Background: an optimization exercise with open tools, aiming at small area. Do not read the settings as production practice. In this exercise RTL edits were held to simulation tests only and were not proved equivalent to the original. The flow treats the clock pin as an ideal source, which a real chip does not have. Power figures rest on the tool's default switching activity, not on a simulated workload.

Design top, start of the top module:
module top(
	input clk,
	input rst,
	output [2:0]vgaRed,
	output [2:0]vgaGreen,
	output [1:0]vgaBlue,
	output vgaHsync,
	output vgaVsync,
	output MemOE,
	output MemWR,
	output FlashRp,
	output FlashCS,
	output [23:1]MemAdr,
	input [15:0]MemDB,
	input [7:0]sw,
	input [3:0]btn,
	output [7:0]led,
	input PS2C,
	input PS2D,
	output [3:0]an,
	output [6:0]seg
);
	function automatic [15:0] addc(input [15:0] a, input [15:0] b, input ci);
		integer i;
		reg c;
		begin
			c = ci;
			for(i = 0; i < 16; i = i + 1) begin
				addc[i] = a[i] ^ b[i] ^ c;
				c = (a[i] & b[i]) | (c & (a[i] ^ b[i]));
			end
		end
	endfunction
	function automatic ltu(input [15:0] a, input [15:0] b);
		integer i;
		reg br;
		begin
			br = 0;
			for(i = 0; i < 16; i = i + 1)
				br = (~a[i] & b[i]) | (~(a[i] ^ b[i]) & br);
			ltu = br;
		end
	endfunction
	parameter E1L = 38;
	parameter E1R = 55;
	parameter E1T = 145;
	parameter E1B = 205;
	parameter E2L = 230;
	parameter E2R = 259;
	parameter E2T = 168;
	parameter E2B = 233;
	parameter E3L = 362;
	parameter E3R = 383;
	parameter E3T = 162;
	parameter E3B = 237;
	parameter E4L = 466;
	parameter E4R = 488;
	parameter E4T = 99;
	parameter E4B = 146;
	localparam [12:0] TOFF = 13'd8153;
	localparam [12:0] V_RST = 13'd0 - TOFF;
	reg [12:0]v_q;
	wire [12:0]v = v_q ^ V_RST;
	always@(posedge clk or posedge rst) begin
		if(rst) v_q <= 0;
		else v_q <= (v + 13'd1) ^ V_RST;
	end
	wire vgaen = v[0];
	reg [4:0]hp5_q;
	wire [4:0]hp5 = hp5_q ^ 5'd27;
	wire [9:0]hc = {hp5, v[5:1]};
	wire lineend = vgaen && hp5 == 5'd20 && v[5:1] == 5'd18;    
	always@(posedge clk or posedge rst) begin
		if(rst) hp5_q <= 0;
		else if(lineend) hp5_q <= 0;
		else if(v[5:0] == 6'd63) hp5_q <= (hp5 + 5'd1) ^ 5'd27;
	end
	reg [9:0]rv_q;
	wire [9:0]rv = rv_q ^ 10'd993;
	always@(posedge clk or posedge rst) begin
		if(rst) rv_q <= 0;
		else if(lineend) rv_q <= (rv == 10'd489) ? 10'd0 : (rv + 10'd1) ^ 10'd993;
	end
	wire [8:0]row = rv[8:0];
  ...
Settings: LEC_CHECK=0, CAP_MARGIN=20, CORE_MARGIN=2, CORE_UTILIZATION=40, SLEW_MARGIN=20; clock period 10.0 ns.
standard.sh (not shown) runs the stock make flow with config.mk's settings and CLKGATE_MAP_FILE= SYNTH_SCRIPT=/design/flow/synth_recipe.tcl, a recipe that flattens the netlist after the stock synthesis.
==> flow/flow/run.sh <==
#!/bin/bash
# Layout flow: the standard ORFS flow (standard.sh) with
#  - synthesis: the standard script (synth_recipe.tcl) with full-adder
#    extraction off and area-oriented ABC scripts (flow/synth.tcl,
#    flow/area*.abc); registers are mapped exactly as in the standard
#    synthesis;
#  - port buffers: buf_1;
#  - clock tree: clkbuf_8, no dummy loads; after CTS, a clock buffer with
#    more than 15 loads becomes clkbuf_16 (flow/post_cts.tcl).
# Each ORFS step logs to orfs/logs/; make's own output goes to make_*.log.
set -euo pipefail
W=$(pwd)
bash standard.sh SYNTH_SCRIPT="$W/flow/synth.tcl" ADDER_MAP_FILE= \
  BUFFER_PORTS_ARGS="-buffer_cell sky130_fd_sc_hd__buf_1" \
  CTS_ARGS="-sink_clustering_enable -repair_clock_nets -buf_list sky130_fd_sc_hd__clkbuf_8 -dont_use_dummy_load" \
  POST_CTS_TCL="$W/flow/post_cts.tcl" \
  finish > make_finish.log 2>&1
Other scripts of this flow, unchanged in this note and not shown: flow/flow/area1.abc, flow/flow/area2.abc, flow/flow/area3.abc, flow/flow/area4.abc, flow/flow/post_cts.tcl, flow/flow/synth.tcl
==> next run, changes <==
--- a/flow/design.v
+++ b/flow/design.v
@@ -319,19 +319,20 @@
 		if(rst) begin
 			ammo_q <= 0;
 			reload <= 0;
 			yoffset <= 0;
 		end
 		else begin
 			if(reload_end) ammo_q <= 0;
 			reload <= {reload[11:0], reload_fb};
 			if(fire) ammo_q <= (ammo - 4'd1) ^ 4'd8;
-			yoffset <= addc(yoffset, fire ? 7'd5 : {7{tick_recoil && yoffset != 0}}, 1'b0);
+			if(fire) yoffset <= yoffset + 7'd5;
+			else if(tick_recoil && yoffset != 0) yoffset <= yoffset - 7'd1;
 		end
 	end
 	wire [2:0]enemycount = {2'b00, enemy[0]} + {2'b00, enemy[1]} + {2'b00, enemy[2]} + {2'b00, enemy[3]};
 	wire h1 = enemy[0] && ~ltu(x, E1L) && ltu(x, E1R) && ~ltu(y, E1T) && ltu(y, E1B);
 	wire h2 = enemy[1] && ~ltu(x, E2L) && ltu(x, E2R) && ~ltu(y, E2T) && ltu(y, E2B);
 	wire h3 = enemy[2] && ~ltu(x, E3L) && ltu(x, E3R) && ~ltu(y, E3T) && ltu(y, E3B);
 	wire h4 = enemy[3] && ~ltu(x, E4L) && ltu(x, E4R) && ~ltu(y, E4T) && ltu(y, E4B);
 	wire hit = h1 | h2 | h3 | h4;
 	function automatic [3:0] bcdtog(input [3:0] q);
What happened:
- global-route usage is higher by 0.73 points
- setup slack is worse by 0.011 ns
- routed wire length is higher by a few percent
- die area is higher slightly
- clock skew is higher by 0.011 ns
- utilization barely changes
- combinational power is lower by a quarter to a third
- count of clock-buffer cells in the layout is unchanged
- fmax barely changes
- sequential share of layout area is lower by 0.23 points
- design area is higher slightly
- final cell count is higher slightly
- power is lower by roughly a tenth


## rev 12
Another version of the RTL of top (not shown whole).
Size in the first run: ~190 flip-flops, ~88 I/O pins, about 0.0096 sq mm of cells after synthesis.
## top
module top(
	input clk,
	input rst,
	output [2:0]vgaRed,
	output [2:0]vgaGreen,
	output [1:0]vgaBlue,
	output vgaHsync,
	output vgaVsync,
	output MemOE,
	output MemWR,
	output FlashRp,
	output FlashCS,
	output [23:1]MemAdr,
	input [15:0]MemDB,
	input [7:0]sw,
	input [3:0]btn,
	output [7:0]led,
	input PS2C,
	input PS2D,
	output [3:0]an,
	output [6:0]seg
);
	function automatic [15:0] addc(input [15:0] a, input [15:0] b, input ci);
		integer i;
		reg c;
		begin
			c = ci;
			for(i = 0; i < 16; i = i + 1) begin
				addc[i] = a[i] ^ b[i] ^ c;
				c = (a[i] & b[i]) | (c & (a[i] ^ b[i]));
			end
		end
	endfunction
	function automatic ltu(input [15:0] a, input [15:0] b);
		integer i;
		reg br;
		begin
			br = 0;
			for(i = 0; i < 16; i = i + 1)
				br = (~a[i] & b[i]) | (~(a[i] ^ b[i]) & br);
			ltu = br;
		end
	endfunction
	parameter E1L = 38;
	parameter E1R = 55;
	parameter E1T = 145;
	parameter E1B = 205;
	parameter E2L = 230;
	parameter E2R = 259;
	parameter E2T = 168;
	parameter E2B = 233;
	parameter E3L = 362;
	parameter E3R = 383;
	parameter E3T = 162;
	parameter E3B = 237;
	parameter E4L = 466;
	parameter E4R = 488;
	parameter E4T = 99;
	parameter E4B = 146;
	localparam [12:0] TOFF = 13'd8153;
	localparam [12:0] V_RST = 13'd0 - TOFF;
	reg [12:0]v;
	always@(posedge clk or posedge rst) begin
		if(rst) v <= V_RST;
		else v <= v + 13'd1;
	end
	wire vgaen = v[0];
	reg [4:0]hp5;
	wire [9:0]hc = {hp5, v[5:1]};
	wire lineend = vgaen && hp5 == 5'd20 && v[5:1] == 5'd18;    
	always@(posedge clk or posedge rst) begin
		if(rst) hp5 <= 5'd27;
		else if(lineend) hp5 <= 5'd27;
  ...
clock: 10.0 ns
lec_check: 0
cap_margin: 20
core_margin: 2
core_utilization: 40
slew_margin: 20
==> flow/flow/run.sh <==
#!/bin/bash
# Layout flow: the standard ORFS flow (standard.sh) with
#  - synthesis: the standard script (synth_recipe.tcl) with full-adder
#    extraction off and an area-oriented ABC script (flow/area.abc);
#    registers are mapped exactly as in the standard synthesis;
#  - port buffers: buf_1;
#  - clock tree: clkbuf_8, no dummy loads; after CTS, a clock buffer with
#    more than 15 loads becomes clkbuf_16 (flow/post_cts.tcl).
# Each ORFS step logs to orfs/logs/; make's own output goes to make_*.log.
set -euo pipefail
W=$(pwd)
bash standard.sh SYNTH_SCRIPT="$W/flow/synth.tcl" ADDER_MAP_FILE= \
  BUFFER_PORTS_ARGS="-buffer_cell sky130_fd_sc_hd__buf_1" \
  CTS_ARGS="-sink_clustering_enable -repair_clock_nets -buf_list sky130_fd_sc_hd__clkbuf_8 -dont_use_dummy_load" \
  POST_CTS_TCL="$W/flow/post_cts.tcl" \
  finish > make_finish.log 2>&1
==> flow/flow/area.abc <==
strash
&get -n
&deepsyn -T 30
&put
dch -f
amap
topo
dnsize -c
==> flow/flow/post_cts.tcl <==
# After CTS: a clock buffer that drives more than 15 pins is given the
# stronger clkbuf_16, to keep the slew at the flip-flop clock pins low.
set db [ord::get_db]
set big [$db findMaster sky130_fd_sc_hd__clkbuf_16]
set n 0
foreach inst [[ord::get_db_block] getInsts] {
  if {[[$inst getMaster] getName] ne "sky130_fd_sc_hd__clkbuf_8"} { continue }
  set out [$inst findITerm X]
  set net [$out getNet]
  if {$net eq "NULL"} { continue }
  set loads [expr {[llength [$net getITerms]] - 1}]
  if {$loads > 15} {
    $inst swapMaster $big
    incr n
  }
}
puts "post_cts: upsized $n clock buffers"
if {$n > 0} {
  detailed_placement
  check_placement -verbose
  estimate_parasitics -placement
}
==> flow/flow/synth.tcl <==
# The standard synthesis script, with ABC run on flow/area.abc instead
# of ORFS's speed script.
set ::area_abc [file join [file dirname [file normalize [info script]]] area.abc]
proc abc {args} {
  set i [lsearch $args -script]
  if {$i >= 0} { lset args [expr {$i + 1}] $::area_abc }
  yosys abc {*}$args
}
source [file join [file dirname [file dirname [file normalize [info script]]]] synth_recipe.tcl]
Here is what was changed in the inputs of rev 13 compared with rev 12.
--- a/flow/design.v
+++ b/flow/design.v
@@ -293,18 +293,19 @@
 	reg [7:0]shoot;
 	wire shot = (shoot == 8'h01);
 	reg [12:0]reload;
 	wire rz12 = (reload[11:0] == 0);
 	wire reloading = ~rz12 | reload[12];
 	wire reload_end = rz12 & reload[12];
 	wire reload_start = shot && (ammo == 1);
 	wire reload_fb = (reload[12] ^ reload[3] ^ reload[2] ^ reload[0] ^ rz12) & (reloading | reload_start);
-	always@(posedge clk) begin
-		if(btnl) shoot <= {shoot[6:0], shoot[7] ^ shoot[5] ^ shoot[4] ^ shoot[3] ^ (shoot[6:0] == 0)};
+	always@(posedge clk or posedge rst) begin
+		if(rst) shoot <= 8'h00;
+		else if(btnl) shoot <= {shoot[6:0], shoot[7] ^ shoot[5] ^ shoot[4] ^ shoot[3] ^ (shoot[6:0] == 0)};
 		else shoot <= 8'h00;
 	end
 	wire fire = ~reloading && shot;
 	always@(posedge clk or posedge rst) begin
 		if(rst) begin
 			ammo <= 8;
 			reload <= 0;
 			yoffset <= 0;
Notes after the runs:
Clock share of power for rev 13: 1.3 points up relative to rev 12. Run comparison: rev 12 launch point of the worst path mymouse.y[1]$_DFFE_PP1P_; rev 13 launch point of the worst path shoot[4]$_DFF_PP0_. Rev 13 vs. rev 12: cell leakage power now sits higher; register area share after synthesis shows an increase of 0.19 points; core area held; cell area grew by 0.45%. In rev 13, post-route minimum period is higher than in rev 12. Looking at the reports, rev 13 completed the entire flow and the layout it produced met the timing, design-rule and antenna checks.


Setup of old:
RTL: one of the versions met above, not the one the previous note started from.
For scale: ~1100 cells after synthesis, roughly 190 flip-flops, about 0.0096 mm² of cells after synthesis.
export LEC_CHECK = 0
export CAP_MARGIN = 20
export CORE_MARGIN = 2
export CORE_UTILIZATION = 40
export SLEW_MARGIN = 20
create_clock -name core_clock -period 10.0 [get_ports {clk}]
==> flow/flow/run.sh <==
#!/bin/bash
# Layout flow: the standard ORFS flow (standard.sh) with
#  - synthesis: the standard script (synth_recipe.tcl) with full-adder
#    extraction off and an area-oriented ABC script (flow/area.abc);
#    registers are mapped exactly as in the standard synthesis;
#  - port buffers: buf_1;
#  - clock tree: clkbuf_8, no dummy loads.
# Each ORFS step logs to orfs/logs/; make's own output goes to make_*.log.
set -euo pipefail
W=$(pwd)
bash standard.sh SYNTH_SCRIPT="$W/flow/synth.tcl" ADDER_MAP_FILE= \
  BUFFER_PORTS_ARGS="-buffer_cell sky130_fd_sc_hd__buf_1" \
  CTS_ARGS="-sink_clustering_enable -repair_clock_nets -buf_list sky130_fd_sc_hd__clkbuf_8 -dont_use_dummy_load" \
  finish > make_finish.log 2>&1
Scripts as last shown in full above: flow/flow/area.abc, flow/flow/synth.tcl
diff inputs: old => new
diff --git a/flow/design.v b/flow/design.v
--- a/flow/design.v
+++ b/flow/design.v
@@ -175,21 +175,21 @@
 	parameter E2T = 168;
 	parameter E2B = 233;
 	parameter E3L = 362;
 	parameter E3R = 383;
 	parameter E3T = 162;
 	parameter E3B = 237;
 	parameter E4L = 466;
 	parameter E4R = 488;
 	parameter E4T = 99;
 	parameter E4B = 146;
-	localparam [12:0] TOFF = 13'd8153;
+	localparam [12:0] TOFF = 13'd281;
 	localparam [12:0] V_RST = 13'd0 - TOFF;
 	reg [12:0]v;
 	always@(posedge clk or posedge rst) begin
 		if(rst) v <= V_RST;
 		else v <= v + 13'd1;
 	end
 	wire vgaen = v[0];
 	reg [4:0]hp5;
 	wire [9:0]hc = {hp5, v[5:1]};
 	wire lineend = vgaen && hp5 == 5'd20 && v[5:1] == 5'd18;    
@@ -284,31 +284,31 @@
 	wire c_g1 = ~theend & (hud_w | (~hud_b & ~hpbar & ammobar));
 	wire c_gb = ~theend & ~hud_b & ~hpbar;
 	wire c_b1 = ~theend & hud_w;
 	wire c_bb = ~theend & ~hud_b & ~hpbar & ~ammobar;
 	wire [7:0]color;
 	assign color[2:0] = {3{c_r1}} | ({3{c_rb}} & background[2:0]);
 	assign color[5:3] = {3{c_g1}} | ({3{c_gb}} & background[5:3]);
 	assign color[7:6] = {2{c_b1}} | ({2{c_bb}} & background[7:6]);
 	vga myvga(de, color, vgaRed, vgaGreen, vgaBlue);
 	reg [7:0]shoot;
-	wire shot = (shoot == 8'h01);
+	wire shot = (shoot == 8'hfe);
 	reg [12:0]reload;
 	wire rz12 = (reload[11:0] == 0);
 	wire reloading = ~rz12 | reload[12];
 	wire reload_end = rz12 & reload[12];
 	wire reload_start = shot && (ammo == 1);
 	wire reload_fb = (reload[12] ^ reload[3] ^ reload[2] ^ reload[0] ^ rz12) & (reloading | reload_start);
 	always@(posedge clk or posedge rst) begin
-		if(rst) shoot <= 8'h00;
+		if(rst) shoot <= 8'hff;
 		else if(btnl) shoot <= {shoot[6:0], shoot[7] ^ shoot[5] ^ shoot[4] ^ shoot[3] ^ (shoot[6:0] == 0)};
-		else shoot <= 8'h00;
+		else shoot <= 8'hff;
 	end
 	wire fire = ~reloading && shot;
 	always@(posedge clk or posedge rst) begin
 		if(rst) begin
 			ammo <= 8;
 			reload <= 0;
 			yoffset <= 0;
 		end
 		else begin
 			if(reload_end) ammo <= 8;
==> results.txt <==
- Between new and old, detailed-routed wire length on met2 is higher for new, old comes in under that.
- Number of non-clock inverters in new is 4.1% below old.
- Final critical-path required period (lower): new
- Between old and new, the global-route wire length before repair does not differ in any meaningful way.
- Lower pin count of the biggest net entering global routing goes to old over new.
- Comparing new and old, the higher cell-internal power is on new.

[afterwards: timing with drivers on the ports]
Ports are ideal in the flow. The routed layouts listed here were re-timed in OpenROAD.
Step 1, drivers: a clkbuf_16 drives clk and a buf_2 each remaining input, both assumed.
Step 2 moves the port delays by t, midway between the first and last clock arrival at a register: inputs arrive t later, outputs are due t later. That takes back most of the time a late clock gives input paths.
Three values: no drivers, after step 1, after step 2; two values: the first two.
run | t, ns | setup WS [ns] | worst setup path at the end | cell pins on the clock port's net
the first run of note 1 | 0.429 | 4.536 / 4.491 / 4.920 | register to output | 1
the second run of note 1 | 0.433 | 4.524 / 4.524 / 4.524 | register to register | 1
rev 12 | 0.425 | 4.405 / 4.405 / 4.405 | register to register | 1
rev 13 | 0.435 | 3.969 / 3.969 / 3.969 | register to register | 1
old | 0.516 | 3.919 / 3.919 / 3.919 | register to register | 1
new | 0.486 | 4.406 / 4.366 / 4.561 | register to register | 1
After both steps every run listed still meets setup and hold.
